What follows belongs to an exercise in optimizing a design on an open flow for small area; a production flow would make more cautious choices. Only simulation tests tie the RTL to the original design; equivalence was not proved. Power and IR drop assume default switching activity.

Design ATM_TOP, start of the top module:
module ATM_TOP #(parameter  P_WIDTH = 16,
                            B_WIDTH = 20,
                            C_WIDTH = 6)
(
    input  wire                     clk,
    input  wire                     rst,
    input  wire [C_WIDTH-1:0]       card_number,
    input  wire                     card_in,
    input  wire                     button_0,
    input  wire                     button_1,
    input  wire                     button_2,
    input  wire                     button_3,
    input  wire                     button_4,
    input  wire                     button_5,
    input  wire                     button_6,
    input  wire                     button_7,
    input  wire                     button_8,
    input  wire                     button_9,
    input  wire                     enter_button,
    input  wire                     cancel_button,
    input  wire                     withdraw_button,
    input  wire                     deposit_button,
    input  wire                     show_balance,
    input  wire                     another_service,
    input  wire                     English_button,
    input  wire                     Arabic_button,
    input  wire                     multiple_100_button,
    input  wire                     multiple_1000_button,
    input  wire [B_WIDTH-1:0]       actual_deposit_value,
    input  wire [31:0]              threshold,
    output wire                     card_out,
    output wire [B_WIDTH-1:0]       updated_balance,
    output wire                     operation_done,
    output wire                     error,
    output wire                     wrong_password
);
wire [19:2] ub;
wire [19:2] balance;
wire [15:0] password_next;
wire        pass_en, pin_ok, entry_big, time_out, start_timer;
wire [3:0]  entry_digit;
assign updated_balance = {ub, 2'b00};
wire restart_timer = another_service || enter_button || English_button || Arabic_button ||
                     withdraw_button || deposit_button || show_balance;
  ...
Size: roughly 110 I/O pins, about 0.016 mm² of cells after synthesis.
Settings: LEC_CHECK=0, ABC_AREA=1, CAP_MARGIN=20, CORE_MARGIN=2, CORE_UTILIZATION=65, SLEW_MARGIN=20, BUFFER_PORTS_ARGS=-buffer_cell sky130_fd_sc_hd__buf_1, CTS_ARGS=-sink_clustering_enable -repair_clock_nets -dont_use_dummy_load; clock period 6.0 ns.
standard.sh (not shown) runs the stock make flow with config.mk's settings and CLKGATE_MAP_FILE= SYNTH_SCRIPT=/design/flow/synth_recipe.tcl, a recipe that flattens the netlist after the stock synthesis.
==> flow/flow/run.sh <==
#!/bin/bash
# Standard layout (the standard.sh, standard synthesis unchanged), with
# buf_1 port buffers and a clock tree built without dummy loads.
set -euo pipefail
cat >> config.mk <<'EOC'
export BUFFER_PORTS_ARGS = -buffer_cell sky130_fd_sc_hd__buf_1
export CTS_ARGS = -sink_clustering_enable -repair_clock_nets -dont_use_dummy_load
EOC
bash standard.sh > standard.log 2>&1
==> next run, changes <==
==> flow/run.sh (new file) <==
#!/bin/bash
# synth_recipe.tcl (not shown) runs the flow's synth.tcl, then flattens the netlist and writes it again
# the make line also repeats each setting of config.mk as NAME=value (left out here)
make -C /OpenROAD-flow-scripts/flow DESIGN_CONFIG=/design/flow/config.mk WORK_HOME=/design/flow/orfs CLKGATE_MAP_FILE= SYNTH_SCRIPT=/design/flow/synth_recipe.tcl finish
--- a/flow/config.mk
+++ b/flow/config.mk
@@ -11,4 +11,2 @@
 export CORE_UTILIZATION = 65
 export SLEW_MARGIN = 20
-export BUFFER_PORTS_ARGS = -buffer_cell sky130_fd_sc_hd__buf_1
-export CTS_ARGS = -sink_clustering_enable -repair_clock_nets -dont_use_dummy_load
removed: flow/flow/run.sh
removed: flow/standard.sh
=>
- die area is unchanged
- total power came out higher by roughly a tenth
- count of clock-buffer cells in the layout came out higher by 13
- sequential share of layout area falls by 2.2 points
- worst setup slack got worse by 75 ps
- wire length went up slightly
- design area goes up by a few percent
- final cell count goes up slightly
- sequential power barely changes
==> next run, changes <==
==> flow/flow/run.sh (new file) <==
#!/bin/bash
set -euo pipefail
cat >> config.mk <<'EOC'
export BUFFER_PORTS_ARGS = -buffer_cell sky130_fd_sc_hd__buf_1
export CTS_ARGS = -sink_clustering_enable -repair_clock_nets -dont_use_dummy_load -buf_list sky130_fd_sc_hd__clkbuf_16 -sink_clustering_size 30 -sink_clustering_max_diameter 120
EOC
bash standard.sh > standard.log 2>&1
==> flow/standard.sh (new file) <==
#!/bin/bash
# synth_recipe.tcl (not shown) runs the flow's synth.tcl, then flattens the netlist and writes it again
# the make line also repeats each setting of config.mk as NAME=value (left out here)
make -C /OpenROAD-flow-scripts/flow DESIGN_CONFIG=/design/flow/config.mk WORK_HOME=/design/flow/orfs CLKGATE_MAP_FILE= SYNTH_SCRIPT=/design/flow/synth_recipe.tcl "${@:-finish}"
--- a/flow/config.mk
+++ b/flow/config.mk
@@ -11,2 +11,4 @@
 export CORE_UTILIZATION = 65
 export SLEW_MARGIN = 20
+export BUFFER_PORTS_ARGS = -buffer_cell sky130_fd_sc_hd__buf_1
+export CTS_ARGS = -sink_clustering_enable -repair_clock_nets -dont_use_dummy_load -buf_list sky130_fd_sc_hd__clkbuf_16 -sink_clustering_size 30 -sink_clustering_max_diameter 120
removed: flow/run.sh
Via count goes down by about 2.8%.
Routed wire length goes down by 3.6%.
Power goes down by about 20%.
Final cell count goes down by about 2%.
Die area is unchanged.
Sequential cell count is unchanged.
Register-to-register slack loses 120 ps.

[port drivers added, routing unchanged]
In the flow no input, the clock included, has a driving cell. The finished layouts below were timed again as built, in two steps. Step 1 (the two cells are an assumption about what drives the block):
set clk [get_ports {clk}]
set_driving_cell -lib_cell sky130_fd_sc_hd__clkbuf_16 $clk
set_driving_cell -lib_cell sky130_fd_sc_hd__buf_2 [delete_from_list [all_inputs] $clk]
Step 2 moves the port delays by t, midway between the first and last clock arrival at a register: inputs arrive t later, outputs are due t later. That takes back most of the time a late clock gives input paths. Slacks: ideal ports / drivers / drivers and shift; pairs: ideal ports / drivers.
run	t, ns	slack for setup (ns)	worst setup path at the end
the first run	0.588	1.031 / 0.980 / 1.194	input to register
the second run	0.604	0.956 / 0.905 / 0.817	input to register
the third run	0.532	1.083 / 1.036 / 1.284	input to register
After both steps setup and hold are still met in every run listed. The setup slack of the second run, which loses most, moves by -0.051 ns with the drivers and by -0.139 ns with both steps.
